This design comes from an exercise in tuning for small area, a short achievable clock period and few clock cycles on the open sky130 flow, not from production work. Function was checked by simulation only, so behaviour that the tests miss may differ from the original.

== red ==
==> flow/design.v (excerpt) <==
module kf_top
#(parameter W=24, parameter FRAC=14, parameter NR=40, parameter ADDRW=6)
(
  input              clk,
  input              rst_n,
  input              start,
  input  [W-1:0]     data_in,
  output reg         ready,
  output [W-1:0]     result_out,
  output reg         au_done
);
  reg sLOAD, sM1, sM2, sOP1, sOP2, sDI, sDIV, sM3, sM4, sOP4;
  reg [2:0]  lc;           
  reg [1:0]  mcnt;         
  reg        mfirst;       
  reg        px;           
  reg        dfirst;       
  reg [3:0]  dcnt;         
  reg        accs;         
  reg        qtop2;        
  reg [23:0] PHI, Q, R, X, Y, AR;
  reg [36:0] ACC;
  reg [23:0] REM;
  reg [11:0] BSEL;         
  assign result_out = X;
  function [1:0] top_chunk;
    input [22:0] v;
    begin
      if      (|v[22:15]) top_chunk = 2'd2;
      else if (|v[14:7])  top_chunk = 2'd1;
      else                top_chunk = 2'd0;
    end
  endfunction
  function [11:0] booth;
    input [8:0] c;
    integer k;
    begin
      for (k = 0; k < 4; k = k + 1) begin
        booth[3*k]   = c[2*k+1] ^ c[2*k];                                   
        booth[3*k+1] = (c[2*k+2] & ~c[2*k+1] & ~c[2*k]) |
  ...
For scale: ~3,900 cells after synthesis, ~240 flip-flops, about 53 I/O pins.
Settings: LEC_CHECK=0, ABC_AREA=1, CAP_MARGIN=20, CORE_MARGIN=2, CORE_UTILIZATION=40, PLACE_DENSITY=0.6, SETUP_SLACK_MARGIN=5, SLEW_MARGIN=20, SYNTH_HIERARCHICAL=1; clock period 10.0 ns.
run.sh (not shown) runs the stock make flow with config.mk's settings and CLKGATE_MAP_FILE= SYNTH_SCRIPT=/design/flow/synth_recipe.tcl, a recipe that flattens the netlist after the stock synthesis.
Testbench counts of red, summed over its fixed seeds: cycles 7,763.
For blue, these inputs were changed with respect to red:
--- a/flow/design.v
+++ b/flow/design.v
@@ -20,13 +20,13 @@
   reg        accs;         
   reg        qtop2;        
   reg [23:0] PHI, Q, R, X, Y, AR;
   reg [36:0] ACC;
   reg [23:0] REM;
   reg [11:0] BSEL;         
-  assign result_out = X;
+  assign result_out = Q;           
   function [1:0] top_chunk;
     input [22:0] v;
     begin
       if      (|v[22:15]) top_chunk = 2'd2;
       else if (|v[14:7])  top_chunk = 2'd1;
       else                top_chunk = 2'd0;
@@ -66,34 +66,30 @@
   wire [1:0]  ptop   = top_chunk(PHI[22:0]);
   wire        mstart  = (sLOAD & (lc == 3'd5)) | ((sM1 | sM2 | sM3) & (mcnt == 2'd0));
   wire [1:0]  cidx    = mstart ? ptop : mcnt - 2'd1;
   reg  [8:0]  bchunk;
   always @* begin
     if (sDIV)
-      case (dcnt)
-        4'd6:    bchunk = {1'b0, Y[22:15]};
-        4'd2:    bchunk = Y[15:7];
-        default: bchunk = {Y[7:2], qb1, qb0, 1'b0};
-      endcase
+      bchunk = dcnt[2] ? {1'b0, Y[22:15]} : Y[15:7];    
     else
       bchunk = chunk(PHI[22:0], cidx);
   end
-  wire [11:0] bnext   = booth(bchunk);
+  wire [11:0] bq0     = booth({Y[7:2], qb1, qb0, 1'b0});
+  wire [11:0] bnext   = (sDIV && dcnt == 4'd0) ? bq0 : booth(bchunk);
   wire        a_prod = sOP1 | sOP4;
   wire        b_q    = sOP1 | sOP2;
   wire        sub_op = sDIV;
   wire [23:0] sa_in  = a_prod ? {accs, ACC[36:14]} : (sOP2 ? R : Y);
   wire [23:0] sb_in  = b_q ? Q : X;
   wire [23:0] smres;
   smadd SMA (.a(sa_in), .b({sb_in[23] ^ sub_op, sb_in[22:0]}), .y(smres));
-  wire        dz   = ~|R[22:0];    
+  reg         dz, dsm;
   wire [22:0] dmag = dz ? 23'h7FFFFE : R[22:0];
   wire        b1, b2;
   wire [22:0] rv;
   divstep DIVS (.r(REM), .d(dmag), .b1(b1), .b2(b2), .rv(rv));
-  wire        dsm = ~dz && (R[22:6] == 17'd0) && (!R[5] || R[4:0] == 5'd0);
   wire        qb1 = dsm ? ~dfirst : b1;
   wire        qb0 = dsm | b2;
   wire [22:0] qr     = Q[22:0] | R[22:0];
   wire        dfast  = (Q[23] == R[23]) && (|qr[22:6]);
   wire        pxdone = !px || mcnt == 2'd0;
   reg  [3:0]  fm;
@@ -135,13 +131,13 @@
       if (mB) begin
         mfirst <= mlast;
         if (mP && mcnt != 2'd0) mcnt <= mcnt - 2'd1;
       end
       if (px && mcnt == 2'd0) begin
         px <= 1'b0;
-        X  <= {X[23] ^ PHI[23], mprod};
+        X[23] <= X[23] ^ PHI[23];
       end
       if (ready && start) begin
         ready <= 1'b0; sLOAD <= 1'b1; lc <= 3'd1;
       end
       if (sLOAD) begin
         lc <= lc + 3'd1;
@@ -157,41 +153,44 @@
           end
         endcase
       end
       if (sM1) begin
         if (mfirst) Y <= data_in;
         if (mcnt == 2'd0) begin
-          AR <= {AR[23] ^ PHI[23], mprod};
+          AR[23] <= AR[23] ^ PHI[23];
           sM1 <= 1'b0; sM2 <= 1'b1;
           mcnt <= ptop;
         end
       end
       if (sM2 && mcnt == 2'd0) begin
         accs <= AR[23] ^ PHI[23];
         AR   <= X;
         sM2 <= 1'b0; sOP1 <= 1'b1;
         mcnt <= ptop; px <= 1'b1;
       end
       if (sOP1) begin
-        Q <= smres;
         sOP1 <= 1'b0; sOP2 <= 1'b1;
       end
       if (sOP2) begin
         R    <= smres;
         sOP2 <= 1'b0;
         dfirst <= 1'b1;
         qtop2 <= ~dfast | (fm <= 4'd6);
-        if (pxdone) begin
+        dz   <= 1'b0;
+        dsm  <= 1'b0;
+        if (dfast && pxdone) begin
           AR   <= Q;                   
           sDIV <= 1'b1;
         end else
           sDI <= 1'b1;                 
       end
       if (sDI) begin
         AR     <= Q;
         qtop2  <= 1'b1;
+        dz     <= ~|R[22:0];
+        dsm    <= |R[22:0] && (R[22:6] == 17'd0) && (!R[5] || R[4:0] == 5'd0);
         sDI <= 1'b0; sDIV <= 1'b1;
       end
       if (sDIV) begin
         if (dfirst) begin
           PHI <= smres;                
           Y   <= 24'd0;
@@ -201,25 +200,27 @@
         dfirst <= 1'b0;
         if (dcnt == 4'd0) begin
           sDIV <= 1'b0; sM3 <= 1'b1;
         end
       end
       if (sM3) begin
-        AR   <= {Q[23] ^ R[23], mprod};    
+        AR[23] <= Q[23] ^ R[23];           
         mcnt <= ptop;                      
         sM3 <= 1'b0; sM4 <= 1'b1;
       end
       if (sM4 && mcnt == 2'd0) begin
         accs <= AR[23] ^ PHI[23];
         sM4 <= 1'b0; sOP4 <= 1'b1;
       end
       if (sOP4) begin
-        X <= smres;
         ready <= 1'b1; au_done <= 1'b1;
         sOP4 <= 1'b0;
       end
+      if ((sM1 && mcnt == 2'd0) || sM3) AR[22:0] <= mprod;    
+      if (px && mcnt == 2'd0)           X[22:0]  <= mprod;    
+      if (sOP1 | sOP4)                  Q        <= smres;    
     end
   end
 endmodule
 module smadd(input [23:0] a, input [23:0] b, output [23:0] y);
   wire        sa   = a[23];
   wire        esub = a[23] ^ b[23];
[summary]
| clock transition at the registers of the reported paths | red vs blue | ≈ equal |. Critical path depth came out higher on blue than on red. Diff red -> blue: total global routing track utilization dropped 2.3 points; compound-gate portion of the synthesized area dropped 2.7 points.
Testbench counts of blue, summed over its fixed seeds: cycles 7,763.

## afterwards: timing with drivers on the ports
Ports are ideal in the flow. The routed layouts listed here were re-timed in OpenROAD. Step 1, drivers: a clkbuf_16 drives clk and a buf_2 each remaining input, both assumed. Step 2, shift: input delay + t, output delay - t, t = (earliest + latest rising clock arrival at the registers) / 2. This alone moves slack from input paths to output paths. Three values: no drivers, after step 1, after step 2; two values: the first two.
run | t, ns | setup WS [ns] | latest minus earliest clock arrival (ns)
red | 0.684 | 5.087 / 5.087 / 5.087 | 0.039 / 0.039
blue | 0.661 | 5.197 / 5.197 / 5.197 | 0.030 / 0.029
After both steps setup and hold are still met in every run listed.
